From an optimization exercise on the open Yosys and OpenROAD flow, aimed at small area; shortcuts taken in it are not production practice.
In this exercise RTL edits were held to simulation tests only and were not proved equivalent to the original.
No activity file was given, so power comes from the tool's default toggle rates.

==> flow/design.v <==
module cp_dec8(input en, input [2:0] a, output [7:0] y);
assign y = en ? (8'd1 << a) : 8'd0;
endmodule
module cp_rdport(input [255:0] rf, input [7:0] s, output [31:0] y);
assign y = ({32{s[0]}} & rf[  0+:32]) | ({32{s[1]}} & rf[ 32+:32]) |
           ({32{s[2]}} & rf[ 64+:32]) | ({32{s[3]}} & rf[ 96+:32]) |
           ({32{s[4]}} & rf[128+:32]) | ({32{s[5]}} & rf[160+:32]) |
           ({32{s[6]}} & rf[192+:32]) | ({32{s[7]}} & rf[224+:32]);
endmodule
module cp_rdportx(input [255:0] rf, input [7:0] s, input [31:0] x, output [31:0] y);
assign y = ({32{s[0]}} & rf[  0+:32]) | ({32{s[1]}} & rf[ 32+:32]) |
           ({32{s[2]}} & rf[ 64+:32]) | ({32{s[3]}} & rf[ 96+:32]) |
           ({32{s[4]}} & rf[128+:32]) | ({32{s[5]}} & rf[160+:32]) |
           ({32{s[6]}} & rf[192+:32]) | ({32{s[7]}} & rf[224+:32]) | x;
endmodule
module cp_rot(input [31:0] a, input [3:0] s1, input [3:0] s2, input [1:0] s3, output [31:0] y);
wire [31:0] r1 = ({32{s1[0]}} & a) | ({32{s1[1]}} & {a[0],   a[31:1]}) |
                 ({32{s1[2]}} & {a[1:0], a[31:2]}) | ({32{s1[3]}} & {a[2:0], a[31:3]});
wire [31:0] r2 = ({32{s2[0]}} & r1) | ({32{s2[1]}} & {r1[3:0],  r1[31:4]}) |
                 ({32{s2[2]}} & {r1[7:0], r1[31:8]}) | ({32{s2[3]}} & {r1[11:0], r1[31:12]});
assign y       = ({32{s3[0]}} & r2) | ({32{s3[1]}} & {r2[15:0], r2[31:16]});
endmodule
module cp_lu(input [31:0] a, input [31:0] b, input [3:0] t, output [31:0] y);
genvar i;
generate for (i = 0; i < 32; i = i + 1) begin : g
    assign y[i] = t[{a[i], b[i]}];
end endgenerate
endmodule
module cp_carry(input [31:0] a, input [31:0] b, input cin, output [31:0] c);
reg [31:0] G, P;
integer i, l;
always @(*) begin
    G = a & b;
    P = a ^ b;
    G[0] = G[0] | (P[0] & cin);
    for (l = 1; l < 32; l = l * 2)
        for (i = 2*l-1; i < 32; i = i + 2*l) begin
            G[i] = G[i] | (P[i] & G[i-l]);
            P[i] = P[i] & P[i-l];
        end
    for (l = 8; l >= 1; l = l / 2)
        for (i = 3*l-1; i < 32; i = i + 2*l) begin
            G[i] = G[i] | (P[i] & G[i-l]);
            P[i] = P[i] & P[i-l];
        end
end
assign c = {G[30:0], cin};
endmodule
module cp_ao2(input [31:0] a, input [31:0] b, input sa, input sb, output [31:0] y);
assign y = ({32{sa}} & a) | ({32{sb}} & b);
endmodule
module core_pipeline(
    input rstn,
    input clk,
    input halt_ext,
    output reg  [9:0]  pc_curr_if,
    input  wire [15:0] instr_rom_id,
    output reg         memRead_ex,
    output reg         memWrite_ex,
    output wire [15:0] addrRam_ex,
    output wire [31:0] wr_dataRam_ex,
    input  wire [31:0] dataRam_wb
);
integer i;
reg        rstn_seq, halt_seq;
reg [15:0] last_instr;
reg        last_nop;
reg        isPL_id;           
reg        isJmp_wb;
wire [15:0] b      = halt_seq ? last_instr : instr_rom_id;
wire        id_nop = halt_seq ? last_nop   : !rstn_seq;
always @(posedge clk) begin
    rstn_seq   <= rstn;
    halt_seq   <= halt_ext;
    last_instr <= b;
    last_nop   <= id_nop;
end
wire g0000   = b[15:12] == 4'b0000;
wire g0001   = b[15:12] == 4'b0001;
wire g0011   = b[15:12] == 4'b0011;
wire condGrp = b[15:13] == 3'b001;
wire isLoad  = b[15:11] == 5'b01000;
wire isStore = b[15:11] == 5'b01001;
wire isLoadC = b[15:11] == 5'b01010;
wire isArith = b[15:11] == 5'b01011;                
wire isF     = isArith & b[9];                       
wire isAS    = isArith & !b[9];                      
wire isLogic = b[15:12] == 4'b0110 && !(b[11] & b[10]);
wire isShR   = b[15:10] == 6'b011011;                
wire isShL   = b[15:9]  == 7'b0111000;
wire isShift = isShR | isShL;
wire isHalt  = b == 16'b0111_0010_0000_0000;
wire isJc    = condGrp & !b[11];
wire isRel   = g0001 | g0011 | isHalt;               
wire regWr   = isLoad | isLoadC | isArith | isLogic | isShift;
reg [2:0] op1;
always @(*) begin
    if (isLoad)                        op1 = b[2:0];
    else if (isStore)                  op1 = b[10:8];
    else if (isArith | isLogic)        op1 = b[5:3];
    else                               op1 = b[8:6];   
end
wire [2:0] op0 = (isLoad | isLoadC) ? b[10:8] : b[8:6];
reg q_if, q_id, q_ex, q_wb, qk_ex;
wire [9:0] pc_id = pc_curr_if + ((isPL_id | q_id) ? 10'd3 : q_if ? 10'h3fb : 10'h3ff);
wire [9:0] relT  = pc_id + {{4{b[5]}}, b[5:0]};
reg  [255:0] rf;
wire [7:0]   s1sel, s2sel;
wire         en2 = !(isRel | isLoadC | isShift | isF);
cp_dec8 u_d1(1'b1, op1, s1sel);
cp_dec8 u_d2(en2, b[2:0], s2sel);
wire [5:0] n = b[5:0];
reg  [31:0] mask;
always @(*)
    for (i = 0; i < 32; i = i + 1)
        mask[i] = n[5] | (isShL ? (i < n[4:0]) : (31 - i < n[4:0]));
reg [31:0] xt;
always @(*) begin
    xt = 32'd0;
    if (isShift)      xt = mask;
    else if (isRel)   xt[9:0] = relT;
    else if (isLoadC) xt[7:0] = b[7:0];
end
wire [31:0] S1, S2;
cp_rdport  u_p1(rf, s1sel, S1);
cp_rdportx u_p2(rf, s2sel, xt, S2);
wire [4:0] r = !isShift ? 5'd0 : isShL ? 5'd0 - n[4:0] : n[4:0];
wire [3:0] rs1 = 4'd1 << r[1:0];
wire [3:0] rs2 = 4'd1 << r[3:2];
wire [1:0] rs3 = r[4] ? 2'b10 : 2'b01;
wire [31:0] rot;
cp_rot u_rot(S1, rs1, rs2, rs3, rot);
wire fill = isShR & b[9] & S1[31];
reg [3:0] tt;
always @(*) begin
    if (isAS)             tt = b[10] ? 4'b1001 : 4'b0110;    
    else if (isShift)     tt = {fill, 1'b1, fill, 1'b0};      
    else if (isLogic)
        case (b[11:9])
            3'b000:  tt = 4'b1000;    
            3'b001:  tt = 4'b1110;    
            3'b010:  tt = 4'b0110;    
            3'b011:  tt = 4'b0111;    
            3'b100:  tt = 4'b0001;    
            default: tt = 4'b1001;    
        endcase
    else                  tt = 4'b1010;                       
end
wire [31:0] y;
cp_lu u_lu(rot, S2, tt, y);
wire        sub = b[10];
wire [31:0] c;
cp_carry u_c(S1, S2 ^ {32{sub}}, sub, c);
wire [31:0] X = y ^ (c & {32{isAS}});
wire flag = b[9] ^ (b[10] ? (S1 == 32'd0) : S1[31]);
wire jt   = g0000 | g0001 | isHalt | (isJc & flag);
reg [15:0] A_ex;
reg [31:0] X_ex;
reg        regWrite_ex, jt_ex;
reg [2:0]  op0_ex;
wire flush = !rstn | isJmp_wb | id_nop;
always @(posedge clk)
    if (!halt_ext) begin
        A_ex        <= S1[15:0];
        X_ex        <= X;
        op0_ex      <= op0;
        memRead_ex  <= !flush & (isLoad | isStore);
        memWrite_ex <= !flush & isStore;
        regWrite_ex <= !flush & regWr;
        jt_ex       <= !flush & jt;
        qk_ex       <= !flush & isPL_id & condGrp & !jt;
    end
assign addrRam_ex    = A_ex;
assign wr_dataRam_ex = X_ex;
reg [31:0] X_wb;
reg [2:0]  op0_wb;
reg        regWrite_wb, load_wb;
always @(posedge clk)
    if (!halt_ext) begin
        X_wb        <= X_ex;
        op0_wb      <= op0_ex;
        load_wb     <= memRead_ex;
        regWrite_wb <= rstn & regWrite_ex;
        isJmp_wb    <= rstn & jt_ex & !isJmp_wb;
        isPL_id     <= !rstn | isJmp_wb;
        pc_curr_if  <= !rstn ? 10'd0 : isJmp_wb ? X_wb[9:0] :
                       pc_curr_if + (q_wb ? 10'd5 : q_if ? 10'h3fd : 10'd1);
        q_if        <= rstn & !isJmp_wb & q_wb;
        q_id        <= rstn & !isJmp_wb & q_if;
        q_ex        <= rstn & !isJmp_wb & q_id;
        q_wb        <= rstn & !isJmp_wb & (q_ex | qk_ex);
    end
wire [31:0] D;
wire [7:0]  wsel;
cp_ao2  u_d(dataRam_wb, X_wb, rstn & load_wb, rstn & !load_wb, D);
cp_dec8 u_dw(regWrite_wb, op0_wb, wsel);
always @(posedge clk)
    for (i = 0; i < 8; i = i + 1)
        if (!rstn || wsel[i]) rf[i*32 +: 32] <= D;
endmodule
==> flow/run.sh <==
#!/bin/bash
# synth_recipe.tcl (not shown) runs the flow's synth.tcl, then flattens the netlist and writes it again
# the make line also repeats each setting of config.mk as NAME=value (left out here)
make -C /OpenROAD-flow-scripts/flow DESIGN_CONFIG=/design/flow/config.mk WORK_HOME=/design/flow/orfs CLKGATE_MAP_FILE= SYNTH_SCRIPT=/design/flow/synth_recipe.tcl finish
==> flow/config.mk <==
export PLATFORM = sky130hd
export DESIGN_NAME = core_pipeline
export DESIGN_NICKNAME = core_pipeline
export VERILOG_FILES = /design/flow/design.v
export SDC_FILE = /design/flow/constraint.sdc
export NUM_CORES = 4
export LEC_CHECK = 0
export CAP_MARGIN = 20
export CORE_MARGIN = 2
export CORE_UTILIZATION = 45
export PLACE_DENSITY = 0.6
export SLEW_MARGIN = 20
export SYNTH_HIERARCHICAL = 1
==> flow/constraint.sdc <==
create_clock -name core_clock -period 6.0 [get_ports {clk}]
set_input_delay 1.2000 -clock core_clock [delete_from_list [all_inputs] [get_ports {clk}]]
set_output_delay 1.2000 -clock core_clock [all_outputs]
set_load 0.01 [all_outputs]
==> results of run 1 <==
## sequential cells by signal (all words and copies together) (netlist names), 3 cells and up
register	count
op0_ex	3
X_wb	32
A_ex	16
rf	256
X_ex	32
last_instr	16
pc_curr_if	10
op0_wb	3
## cell type report
type / count / area, µm²
timing repair buffer: 458 / 4090
sequential: 384 / 11300
tap: 664 / 831
antenna: 5 / 12.5
inverter: 32 / 124
fill: 4119 / 20700
clock buffer: 46 / 1090
clock inverter: 33 / 360
multi-input combinational: 1297 / 10300
## per-stage QoR
| step | setup TNS [ns] | worst slack, ns | instance area (µm²) | cells | hold WS [ns] |
|---|---|---|---|---|---|
| final | 0 | 0.136 | 28200 | 2919 | 0.420 |
| after global routing | -0.0391 | -0.0391 | 28200 | 2916 | 0.436 |
| after CTS | 0 | 0.0218 | 27900 | 2901 | 0.423 |
| after detailed placement | -14.95 | -0.612 | 26400 | 2822 | 0.405 |
| after global placement | -14.45 | -0.601 | 26400 | 2822 | 0.409 |
| after floorplan | 0 | 0.0362 | 22200 | 1845 | 0.400 |
## worst min-delay path by stage
stage / startpoint / end / slack (ns)
2_1_floorplan: op0_ex[0] / op0_wb[0] / 0.40
3_3_place_gp: op0_ex[0] / op0_wb[0] / 0.41
3_5_place_dp: op0_ex[1] / op0_wb[1] / 0.41
4_1_cts: op0_ex[2] / op0_wb[2] / 0.42
5_1_grt: op0_ex[2] / op0_wb[2] / 0.44
6_report: op0_ex[2] / op0_wb[2] / 0.42
## cell usage in the layout (no fill, tap or decap), types with 36 or more instances in the layout
cell type / n
a21oi_1: 91
ha_1: 43
edfxtp_1: 365
nand3_1: 41
nand4_1: 41
a22o_1: 154
a222oi_1: 36
nor2_1: 48
o21ai_0: 126
clkdlybuf4s50_1: 107
xnor2_1: 74
clkbuf_16: 43
nand2_1: 95
buf_4: 317
a22oi_1: 131
## timing repair
item                       4_1_cts  5_1_grt
pin swaps                        0       36
setup endpoints to repair        1       30
hold endpoints to repair         0        0
setup buffers                    0       13
resized for setup                3       46
## layer usage
metal	share of wire, %	track usage (%)
met2	45	54.0
met5	0.015	0
met3	10	6.31
met1	37	43.0
met4	7.2	22.2
## power groups by stage
stage	clock network, mW	logic, mW	registers, mW
floorplan	0	1.56	3.48
global placement	0	2.90	3.52
detailed placement	0	2.93	3.52
CTS	2.75	2.95	3.47
global route	2.85	3.26	3.50
finish	2.73	3.09	3.48
==> impl_metrics.json, run 1 <==
{
  "crit_chain": "clkdlybuf4s50_1 > mux2i_2 > buf_4 > buf_4 > nand2_1 > a2111o_1 > a21oi_2 > a311oi_4 > and4b_2 > buf_4 > buf_4 > a222oi_1 > nand3_1 > xnor2_1 > ha_1 > and2_4 > a221o_1 > o211ai_2 > a31oi_2 > buf_4 > or2_2 > a21o_1 > nand2_1 > xnor2_2",
  "fin_nets": 2325,
  "grtUsageTotal_pct": 34.1,
  "clk_transition_reported_paths_ns": 0.06,
  "crit_start": "instr_rom_id[5]",
  "die_y_um": 226,
  "grt_overflow": 0,
  "holdPathStages": 0,
  "finish.utilization_pct": 57.7,
  "start_util_pct": 45.5,
  "num_rows": 81,
  "hpwl_um": 60500,
  "cts_tree": "built",
  "leakagePower_nw": 10.6,
  "power.total_mw": 9.30,
  "cts_buffers": 43,
  "ff2ff_setup_slack_ns": 0.25,
  "setup.worst_path.end": "X_ex[25]",
  "holdBufCountCts": 0,
  "reg2reg_from": "halt_seq",
  "synthCells": 1838,
  "worstMarginPinSlew_ns": 0.995,
  "die_w_um": 226,
  "finalSetupViolCount": 0,
  "cts_root_buf": "clkbuf_16",
  "critical-path-top-delay-family": "compound AO/OA/AOI/OAI gates",
  "slew_violations": 0,
  "powerDensity_nw_per_um2": 330,
  "vdd_drop_max_mv": 0.299,
  "worstPathRequired_ns": 6.34,
  "hold_viol_final": 0,
  "worstSetupPathType": "in2reg",
  "yosys_warnings": 8,
  "avgSynthCellArea_um2": 12.1,
  "detail_route.wl_per_cell_um": 30.2,
  "grt_pass1_vias": 19100,
  "dieArea_um2": 51100,
  "io_buffers": 110,
  "grt_max_degree": 48,
  "p_int_mw": 6.32,
  "timing.fmax_ghz": 0.171,
  "drive_gt1_share_pct": 26.0,
  "drtPass1Iterations": 6,
  "path_max_fanout": 8,
  "htree_levels": 2,
  "slowest_stage": "clkdlybuf4s50_1",
  "slowest_delay_ns": 0.42,
  "grt_pass1_wl_um": 126000,
  "timing.rr.end": "X_ex[24]",
  "cts_buffer_depth": 3,
  "io_pins": 111,
  "insertion_delay_ns": 0.61,
  "ant_nets": 0,
  "path_depth": 24,
  "drv_cap": 0,
  "antenna_found_initial": 3,
  "clock_sinks": 384,
  "pwr-share-clk_pct": 29.3,
  "coreArea_um2": 48800,
  "via_per_inst": 6.74,
  "drc_errors": 0,
  "cp.buffers_inverters": 6,
  "cp_data_arrival_time_ns": 6.20,
  "drt_wl_total_um": 88000,
  "routabilityCongestion": 0.966,
  "power_frac_comb_pct": 33.3,
  "cp-end-kind": "flip-flop",
  "startpoint_type": "input port",
  "crit_top_cell": "buf_4",
  "reg2reg_depth": 22,
  "period_needed_ns": 5.86,
  "seqPwrFrac_pct": 37.4,
  "hold_class": "reg2reg",
  "timing.final.crit_share_pct": 97.7,
  "drt_iter0_markers": 2214,
  "syn_area_um2": 22200,
  "vias": 19700,
  "p_switching_mw": 2.98,
  "clock_skew_ns": 0.0407,
  "maxSlewHeadroom_pct": 33.7,
  "swShare_pct": 32.0,
  "area_growth_pct": 27.0,
  "status": "timing/DRC/antenna clean"
}
==> run 2, diff against run 1 <==
--- a/flow/design.v
+++ b/flow/design.v
@@ -13,12 +13,9 @@
            ({32{s[4]}} & rf[128+:32]) | ({32{s[5]}} & rf[160+:32]) |
            ({32{s[6]}} & rf[192+:32]) | ({32{s[7]}} & rf[224+:32]) | x;
 endmodule
-module cp_rot(input [31:0] a, input [3:0] s1, input [3:0] s2, input [1:0] s3, output [31:0] y);
-wire [31:0] r1 = ({32{s1[0]}} & a) | ({32{s1[1]}} & {a[0],   a[31:1]}) |
-                 ({32{s1[2]}} & {a[1:0], a[31:2]}) | ({32{s1[3]}} & {a[2:0], a[31:3]});
-wire [31:0] r2 = ({32{s2[0]}} & r1) | ({32{s2[1]}} & {r1[3:0],  r1[31:4]}) |
-                 ({32{s2[2]}} & {r1[7:0], r1[31:8]}) | ({32{s2[3]}} & {r1[11:0], r1[31:12]});
-assign y       = ({32{s3[0]}} & r2) | ({32{s3[1]}} & {r2[15:0], r2[31:16]});
+module cp_ao4(input [31:0] a, input [31:0] b, input [31:0] c, input [31:0] d,
+              input [3:0] s, output [31:0] y);
+assign y = ({32{s[0]}} & a) | ({32{s[1]}} & b) | ({32{s[2]}} & c) | ({32{s[3]}} & d);
 endmodule
 module cp_lu(input [31:0] a, input [31:0] b, input [3:0] t, output [31:0] y);
 genvar i;
@@ -26,13 +23,13 @@
     assign y[i] = t[{a[i], b[i]}];
 end endgenerate
 endmodule
-module cp_carry(input [31:0] a, input [31:0] b, input cin, output [31:0] c);
+module cp_carry(input [31:0] p, input [31:0] a, input cin, input en, output [31:0] c);
 reg [31:0] G, P;
 integer i, l;
 always @(*) begin
-    G = a & b;
-    P = a ^ b;
-    G[0] = G[0] | (P[0] & cin);
+    G = a & ~p & {32{en}};
+    P = p;
+    G[0] = G[0] | (P[0] & cin & en);
     for (l = 1; l < 32; l = l * 2)
         for (i = 2*l-1; i < 32; i = i + 2*l) begin
             G[i] = G[i] | (P[i] & G[i-l]);
@@ -44,10 +41,10 @@
             P[i] = P[i] & P[i-l];
         end
 end
-assign c = {G[30:0], cin};
-endmodule
-module cp_ao2(input [31:0] a, input [31:0] b, input sa, input sb, output [31:0] y);
-assign y = ({32{sa}} & a) | ({32{sb}} & b);
+assign c = {G[30:0], cin & en};
+endmodule
+module cp_ao2(input [31:0] a, input [31:0] b, input [1:0] s, output [31:0] y);
+assign y = ({32{s[0]}} & a) | ({32{s[1]}} & b);
 endmodule
 module core_pipeline(
     input rstn,
@@ -113,7 +110,7 @@
 reg  [31:0] mask;
 always @(*)
     for (i = 0; i < 32; i = i + 1)
-        mask[i] = n[5] | (isShL ? (i < n[4:0]) : (31 - i < n[4:0]));
+        mask[i] = n[5] | (isShL ? (31 - i < n[4:0]) : (i < n[4:0]));
 reg [31:0] xt;
 always @(*) begin
     xt = 32'd0;
@@ -124,12 +121,6 @@
 wire [31:0] S1, S2;
 cp_rdport  u_p1(rf, s1sel, S1);
 cp_rdportx u_p2(rf, s2sel, xt, S2);
-wire [4:0] r = !isShift ? 5'd0 : isShL ? 5'd0 - n[4:0] : n[4:0];
-wire [3:0] rs1 = 4'd1 << r[1:0];
-wire [3:0] rs2 = 4'd1 << r[3:2];
-wire [1:0] rs3 = r[4] ? 2'b10 : 2'b01;
-wire [31:0] rot;
-cp_rot u_rot(S1, rs1, rs2, rs3, rot);
 wire fill = isShR & b[9] & S1[31];
 reg [3:0] tt;
 always @(*) begin
@@ -146,23 +137,24 @@
         endcase
     else                  tt = 4'b1010;                       
 end
-wire [31:0] y;
-cp_lu u_lu(rot, S2, tt, y);
-wire        sub = b[10];
-wire [31:0] c;
-cp_carry u_c(S1, S2 ^ {32{sub}}, sub, c);
-wire [31:0] X = y ^ (c & {32{isAS}});
+wire [4:0] r = !isShift ? 5'd0 : isShL ? 5'd0 - n[4:0] : n[4:0];
 wire flag = b[9] ^ (b[10] ? (S1 == 32'd0) : S1[31]);
 wire jt   = g0000 | g0001 | isHalt | (isJc & flag);
-reg [15:0] A_ex;
-reg [31:0] X_ex;
+reg [31:0] S1_ex, S2_ex;
+reg [3:0]  tt_ex;
+reg [4:0]  r_ex;
+reg        as_ex, sub_ex;
 reg        regWrite_ex, jt_ex;
 reg [2:0]  op0_ex;
 wire flush = !rstn | isJmp_wb | id_nop;
 always @(posedge clk)
     if (!halt_ext) begin
-        A_ex        <= S1[15:0];
-        X_ex        <= X;
+        S1_ex       <= S1;
+        S2_ex       <= S2;
+        tt_ex       <= tt;
+        r_ex        <= r;
+        as_ex       <= isAS;
+        sub_ex      <= b[10];
         op0_ex      <= op0;
         memRead_ex  <= !flush & (isLoad | isStore);
         memWrite_ex <= !flush & isStore;
@@ -170,8 +162,20 @@
         jt_ex       <= !flush & jt;
         qk_ex       <= !flush & isPL_id & condGrp & !jt;
     end
-assign addrRam_ex    = A_ex;
-assign wr_dataRam_ex = X_ex;
+assign addrRam_ex    = S1_ex[15:0];
+assign wr_dataRam_ex = S2_ex;
+wire [31:0] y;
+cp_lu u_lu(S1_ex, S2_ex, tt_ex, y);
+wire [3:0] rs1 = 4'd1 << r_ex[1:0];
+wire [3:0] rs2 = 4'd1 << r_ex[3:2];
+wire [1:0] rs3 = r_ex[4] ? 2'b10 : 2'b01;
+wire [31:0] r1, r2, z;
+cp_ao4 u_r1(y, {y[0], y[31:1]}, {y[1:0], y[31:2]}, {y[2:0], y[31:3]}, rs1, r1);
+cp_ao4 u_r2(r1, {r1[3:0], r1[31:4]}, {r1[7:0], r1[31:8]}, {r1[11:0], r1[31:12]}, rs2, r2);
+cp_ao2 u_r3(r2, {r2[15:0], r2[31:16]}, rs3, z);
+wire [31:0] c;
+cp_carry u_c(y, S1_ex, sub_ex, as_ex, c);
+wire [31:0] X_ex = z ^ c;
 reg [31:0] X_wb;
 reg [2:0]  op0_wb;
 reg        regWrite_wb, load_wb;
@@ -192,7 +196,7 @@
     end
 wire [31:0] D;
 wire [7:0]  wsel;
-cp_ao2  u_d(dataRam_wb, X_wb, rstn & load_wb, rstn & !load_wb, D);
+cp_ao2  u_d(dataRam_wb, X_wb, {rstn & !load_wb, rstn & load_wb}, D);
 cp_dec8 u_dw(regWrite_wb, op0_wb, wsel);
 always @(posedge clk)
     for (i = 0; i < 8; i = i + 1)
==> impl_metrics.json, run 2 <==
{
  "status": "timing/DRC/antenna clean",
  "timing.final.crit_share_pct": 90.5,
  "cts_buffer_depth": 3,
  "slowest_delay_ns": 0.74,
  "htree_levels": 2,
  "yosys_warnings": 8,
  "period_needed_ns": 5.43,
  "num_rows": 82,
  "hold_viol_final": 0,
  "cts_setup_buffers": 0,
  "maxSlewHeadroom_pct": 26.2,
  "synth_common_cells": "392 x edfxtp_1, 262 x a22oi_1, 130 x nand2_1, 95 x a22o_1, 78 x a21oi_1",
  "holdPathStages": 0,
  "insertion_delay_ns": 0.61,
  "crit_chain": "clkdlybuf4s50_1 > and3b_1 > or2_2 > a32oi_1 > nor3_1 > a311oi_2 > and4b_2 > buf_12 > a22oi_1 > nand4_1 > nor4_1 > and4_1 > a21oi_1 > nand4bb_1 > and4_1",
  "cts_tree": "built",
  "yosysUniqueCellTypes": 117,
  "hpwl_um": 57600,
  "cts.repair.resized": 0,
  "fillCellCount": 4294,
  "hold_class": "reg2reg",
  "seqCellArea_um2": 12200,
  "detail_route.wl_per_cell_um": 31.2,
  "yosysMostFrequentCell": "edfxtp_1",
  "holdBufCountCts": 0,
  "power.total_mw": 8.84,
  "drt_wl_total_um": 83000,
  "timing.fmax_ghz": 0.184,
  "crit_top_cell": "and4_1",
  "synthCells": 1825,
  "synth_area_leaders": "edfxtp_1 51%, a22oi_1 8.6%, a22o_1 3.6%, mux4_2 3.1%, nand2_1 2.1%",
  "worstPathRequired_ns": 6.34,
  "layout_commonest_cell": "edfxtp_1",
  "leakagePower_nw": 9.53,
  "vdd_drop_max_mv": 0.210,
  "die_y_um": 230,
  "fin_nets": 2027,
  "routabilityCongestion": 0.941,
  "io_buffers": 110,
  "clock_sinks": 411,
  "ant_nets": 0,
  "largest_reg_flops": 256,
  "slew_violations": 0,
  "synth_top_area_share_pct": 51.3,
  "powerDensity_nw_per_um2": 334,
  "regMostFlops": "rf",
  "grtUsageTotal_pct": 30.7,
  "coreArea_um2": 50300,
  "ys.flop_type": "edfxtp_1",
  "avgSynthCellArea_um2": 12.6,
  "vias": 18400,
  "grt_max_degree": 71,
  "cp-end-kind": "flip-flop",
  "seq_area_frac_synth_pct": 53.0,
  "rsz0062_at_grt": "false",
  "syn_area_um2": 22900,
  "startpoint_type": "input port",
  "worstSetupPathType": "in2reg",
  "dieArea_um2": 52800,
  "cts_buffers": 44,
  "finalSetupViolCount": 0,
  "drtPass1Iterations": 7,
  "yosysTopAreaCell": "edfxtp_1",
  "synth_seq_cells": 411,
  "grt_overflow": 0,
  "start_util_pct": 45.6,
  "synth_edf_count": 392,
  "grt_pass1_wl_um": 120000,
  "drt_iter0_markers": 2881,
  "via_per_inst": 6.93,
  "drv_cap": 0,
  "path_max_fanout": 15,
  "synthArstFlopShare_pct": 0,
  "area_growth_pct": 15.5,
  "io_pins": 111,
  "die_w_um": 230,
  "clk_transition_reported_paths_ns": 0.07,
  "final_cell_mix": "392 x edfxtp_1, 262 x a22oi_1, 130 x nand2_1",
  "reg2reg_depth": 15,
  "drive_gt1_share_pct": 17.4,
  "drc_errors": 0,
  "clock_skew_ns": 0.0421,
  "antenna_found_initial": 2,
  "cp_data_arrival_time_ns": 5.77,
  "worstMarginPinSlew_ns": 1.10,
  "multi_input_area_um2": 9770,
  "slowest_stage": "a311oi_2",
  "whs_ns": 0.437,
  "cts_root_buf": "clkbuf_16",
  "grt_pass1_vias": 17300
}
[run 2: cells by family after synthesis]
| group | synth area share [%] |
|---|---|
| AO/OA/AOI/OAI | 23.2 |
| XOR/XNOR | 1.87 |
| adder cells (fa/ha/maj) | 1.74 |
| buffers and inverters | 4.83 |
| flip-flops | 53.0 |
| multiplexers | 4.56 |
| other | 0.0164 |
| AND/OR/NAND/NOR | 10.8 |
[run 2: metrics by stage]
stage / worst slack [ns] / cells / TNS [ns] / cell area [µm²] / utilization, %
final: 0.568 / 2658 / 0 / 26500 / 52.7
after global routing: 0.329 / 2656 / 0 / 26500 / 52.7
after detailed placement: 0.0820 / 2574 / 0 / 24900 / 49.6
after floorplan: 1.48 / 1832 / 0 / 23000 / -
after CTS: 0.671 / 2655 / 0 / 26400 / 52.6
after global placement: -0.195 / 2573 / -0.248 / 24900 / 49.5
[run 2: area by class of cell]
class                      count  share of cell area, %
sequential                   411                   45.9
multi-input combinational   1246                   36.9
timing repair buffer         212                   7.79
clock buffer                  49                   4.23
tap                          672                   3.18
clock inverter                32                   1.48
inverter                      34                  0.510
antenna                        2                 0.0189
[run 2: final timing paths]
check | startpoint | endpoint | slack (ns)
worst max-delay path | instr_rom_id[13] | qk_ex | 0.57
worst min-delay path | op0_ex[0] | op0_wb[0] | 0.44
worst max register to register | halt_seq | qk_ex | 0.91
worst min register to register | op0_ex[0] | op0_wb[0] | 0.44
[run 2: critical path: cells and delay by family]
family                 cells  cell delay (ns)
buffers and inverters      2             0.69
AND/OR/NAND/NOR            9             2.52
AO/OA/AOI/OAI              4             1.34
[run 2: modules after synthesis, one instance, submodules excluded]
module         cells inside  flip-flops and latches
core_pipeline           941                     411
cp_ao2                   38                       0
cp_ao4                  108                       0
cp_carry                156                       0
cp_dec8                   8                       0
cp_lu                    44                       0
cp_rdport               184                       0
cp_rdportx              184                       0
[run 2: per-layer routing]
metal | vias up | GRT usage [%] | wire [µm]
met5 | - | 0 | 14
met4 | 2 | 13.0 | 3720
met3 | 182 | 6.51 | 8450
met2 | 1214 | 46.3 | 36500
met1 | 9234 | 43.1 | 34200
li1 | 7788 | - | -
[run 2: where the power goes]
part / switching, mW / internal, mW
combinational: 1.31 / 0.811
sequential: 0.279 / 3.58
clock: 1.22 / 1.63

afterwards: timing with drivers on the ports:
The results above use ideal ports. As a check the final layouts listed here were re-extracted and re-timed, cells and wires unchanged.
Step 1 assumes that a clkbuf_16 drives the clock port and a buf_2 every other input.
Step 2 moves the port delays by t, midway between the first and last clock arrival at a register: inputs arrive t later, outputs are due t later. That takes back most of the time a late clock gives input paths.
Three values: ideal ports, drivers, drivers and shift; two values: the first two.
run | shift t [ns] | setup slack, ns | worst setup path after step 2 | slew at the worst register clock pin (ns) | cell pins on the clock port's net
run 1 | 0.645 | 0.136 / 0.162 / -0.484 | input to register | 0.06 / 0.06 | 1
run 2 | 0.652 | 0.568 / 0.612 / -0.040 | input to register | 0.07 / 0.07 | 1
With both steps, setup timing fails in run 1 and run 2, where it was met with ideal ports. For run 1, which loses most, drivers alone change the setup slack by +0.026 ns; drivers and shift together by -0.620 ns.
